From an optimization exercise on the open Yosys and OpenROAD flow, aimed at small area; shortcuts taken in it are not production practice. Function was checked by simulation only, so behaviour that the tests miss may differ from the original.

==> module lowpass_pwm_uart, before the edit <==
module lowpass_pwm_uart (
    input CLK,
    input RST,
    output B6,
    output PMOD1,
    output PMOD3,
    output PMOD5,
    output PMOD7,
    output PMOD2,
    output PMOD4,
    output PMOD6,
    output PMOD8
);
    reg [7:0] K;
    reg [5:0] r;
    reg z;             
    reg [8:0] u;
    reg p;
    reg [7:0] lo;      
    reg [7:0] nm;      
    reg [7:0] nh;      
    reg b6;
    reg [2:0] ns3;     
    reg sf;            
    wire k7 = &K[2:0];
    wire kz = ~|K[2:0];
    wire rw = r[0] & r[1] & r[3] & r[5];    
    wire [7:0] nd = ~(u[7:0] ^ {8{u[8]}});   
    wire [8:0] kc;
    wire [7:0] k1;
    assign kc[0] = rw;
    wire [9:0] uc;
    wire [8:0] u1;
    assign uc[0] = z;
    wire [8:0] n, m;
    assign n[0] = 1'b1;
    assign m[0] = 1'b1;
    wire [8:0] ac;
    wire [7:0] lo1;
    assign ac[0] = np;
    wire np = ~p;
    wire [16:0] hc;
    wire [15:0] nx = {nh, nm};
    wire [15:0] nx1;
    assign hc[0] = ~ac[8];
    genvar i;
    generate
        for (i = 0; i < 8; i = i + 1) begin : g_k
            assign k1[i] = K[i] ^ kc[i];
            assign kc[i+1] = K[i] & kc[i];
            assign n[i+1] = (K[i] & nd[i]) | (K[i] & n[i]) | (nd[i] & n[i]);
            assign m[i+1] = (K[i] & nh[i]) | (K[i] & m[i]) | (nh[i] & m[i]);
            assign lo1[i] = lo[i] ^ nh[i] ^ ac[i];
            assign ac[i+1] = (lo[i] & nh[i]) | (ac[i] & (lo[i] ^ nh[i]));
        end
        for (i = 0; i < 9; i = i + 1) begin : g_u
            assign u1[i] = u[i] ^ uc[i];
            assign uc[i+1] = u[i] & uc[i];
        end
        for (i = 0; i < 16; i = i + 1) begin : g_a
            assign nx1[i] = nx[i] ^ p ^ hc[i];
            assign hc[i+1] = (nx[i] & p) | (hc[i] & (nx[i] ^ p));
        end
    endgenerate
    always @(posedge CLK) begin
        if (RST) begin
            K <= 8'd0;
            r <= 6'd56;
            z <= 1'b1;
            u <= 9'd0;
            p <= 1'b0;
            lo <= 8'd0;
            nm <= 8'hff;
            nh <= 8'hff;
            b6 <= 1'b0;
            ns3 <= 3'b111;
            sf <= 1'b0;
        end else begin
            r <= rw ? {1'b1, 1'b1, 1'b1, ~k7, 1'b0, 1'b0} : {r[4:0], r[5] ^ r[4]};
            K <= k1;
            z <= kc[8];
            u <= u1;
            if (z) begin
                ns3 <= nh[7:5];
                sf <= ~|nh;
            end
            p <= ~n[8];
            lo <= lo1;
            {nh, nm} <= nx1;
            b6 <= ~m[8];
        end
    end
    assign B6 = b6;
    assign PMOD2 = ~&ns3;
    assign PMOD4 = ~(ns3[2] & ns3[1]);
    assign PMOD6 = ~(ns3[2] & (ns3[1] | ns3[0]));
    assign PMOD8 = ~ns3[2];
    assign PMOD1 = ~(ns3[2] | (ns3[1] & ns3[0]));
    assign PMOD3 = ~(ns3[2] | ns3[1]);
    assign PMOD5 = ~|ns3;
    assign PMOD7 = sf;
endmodule
make LEC_CHECK=0 CAP_MARGIN=20 CORE_MARGIN=2 CORE_UTILIZATION=40 SLEW_MARGIN=20 finish   # period 10.0 ns
run.sh (not shown) runs the stock make flow with config.mk's settings and CLKGATE_MAP_FILE= SYNTH_SCRIPT=/design/flow/synth_recipe.tcl, a recipe that flattens the netlist after the stock synthesis.
Change:
==> flow/design.v (replaced) <==
module lowpass_pwm_uart (
    input CLK,
    input RST,
    output B6,
    output PMOD1,
    output PMOD3,
    output PMOD5,
    output PMOD7,
    output PMOD2,
    output PMOD4,
    output PMOD6,
    output PMOD8
);
    reg [7:0] K;
    reg [5:0] r;
    reg z;             
    reg [8:0] u;
    reg np;            
    reg [15:0] lo;     
    reg [7:0] nh;      
    reg b6;
    reg [2:0] ns3;     
    reg sf;            
    wire rw = r[5] & r[3] & r[2] & r[1];    
    wire [7:0] nd = ~(u[7:0] ^ {8{u[8]}});   
    wire [6:0] rc;
    wire [5:0] r1;
    assign rc[0] = 1'b1;
    wire [8:0] kc;
    wire [7:0] k1;
    assign kc[0] = rw;
    wire [9:0] uc;
    wire [8:0] u1;
    assign uc[0] = z;
    wire [8:0] n, m;
    assign n[0] = 1'b1;
    assign m[0] = 1'b1;
    wire [16:0] ac;
    wire [15:0] lo1;
    wire [15:0] ab = {{8{np}}, nh};
    assign ac[0] = np;
    wire [8:0] hc;
    wire [7:0] nh1;
    assign hc[0] = ~ac[16];
    genvar i;
    generate
        for (i = 0; i < 6; i = i + 1) begin : g_r
            assign r1[i] = r[i] ^ rc[i];
            assign rc[i+1] = r[i] & rc[i];
        end
        for (i = 0; i < 8; i = i + 1) begin : g_k
            assign k1[i] = K[i] ^ kc[i];
            assign kc[i+1] = K[i] & kc[i];
            assign n[i+1] = (K[i] & nd[i]) | (K[i] & n[i]) | (nd[i] & n[i]);
            assign m[i+1] = (K[i] & nh[i]) | (K[i] & m[i]) | (nh[i] & m[i]);
            assign nh1[i] = nh[i] ^ ~np ^ hc[i];
            assign hc[i+1] = (nh[i] & ~np) | (hc[i] & (nh[i] ^ ~np));
        end
        for (i = 0; i < 9; i = i + 1) begin : g_u
            assign u1[i] = u[i] ^ uc[i];
            assign uc[i+1] = u[i] & uc[i];
        end
        for (i = 0; i < 16; i = i + 1) begin : g_a
            assign lo1[i] = lo[i] ^ ab[i] ^ ac[i];
            assign ac[i+1] = (lo[i] & ab[i]) | (ac[i] & (lo[i] ^ ab[i]));
        end
    endgenerate
    always @(posedge CLK) begin
        if (RST) begin
            K <= 8'd0;
            r <= 6'd1;
            z <= 1'b1;
            u <= 9'd0;
            np <= 1'b1;
            lo <= 16'd0;
            nh <= 8'hff;
            b6 <= 1'b0;
            ns3 <= 3'b111;
            sf <= 1'b0;
        end else begin
            r <= rw ? {5'd0, &K[2:0]} : r1;
            K <= k1;
            z <= kc[8];
            u <= u1;
            if (z) begin
                ns3 <= nh[7:5];
                sf <= ~|nh;
            end
            np <= n[8];
            lo <= lo1;
            nh <= nh1;
            b6 <= ~m[8];
        end
    end
    assign B6 = b6;
    assign PMOD2 = ~&ns3;
    assign PMOD4 = ~(ns3[2] & ns3[1]);
    assign PMOD6 = ~(ns3[2] & (ns3[1] | ns3[0]));
    assign PMOD8 = ~ns3[2];
    assign PMOD1 = ~(ns3[2] | (ns3[1] & ns3[0]));
    assign PMOD3 = ~(ns3[2] | ns3[1]);
    assign PMOD5 = ~|ns3;
    assign PMOD7 = sf;
endmodule
Synthesized cell count came out higher by 1.3%.
Register-to-register slack degrades by 0.89 ns.
Clock-buffer cell count stays the same.
Cell area hardly moves.
Wire length came out lower by 2.8%.

-- re-timing with driven ports --
Ports are ideal in the flow. The routed layouts listed here were re-timed in OpenROAD. Step 1 assumes that a clkbuf_16 drives the clock port and a buf_2 every other input. Step 2 moves the port delays by t, midway between the first and last clock arrival at a register: inputs arrive t later, outputs are due t later. That takes back most of the time a late clock gives input paths. Three values: ideal ports, drivers, drivers and shift; two values: the first two.
run | shift t [ns] | slack for setup (ns) | worst setup path at the end
the first run | 0.333 | 1.241 / 1.241 / 1.241 | register to register
the second run | 0.325 | 0.356 / 0.356 / 0.356 | register to register
After both steps setup and hold are still met in every run listed.
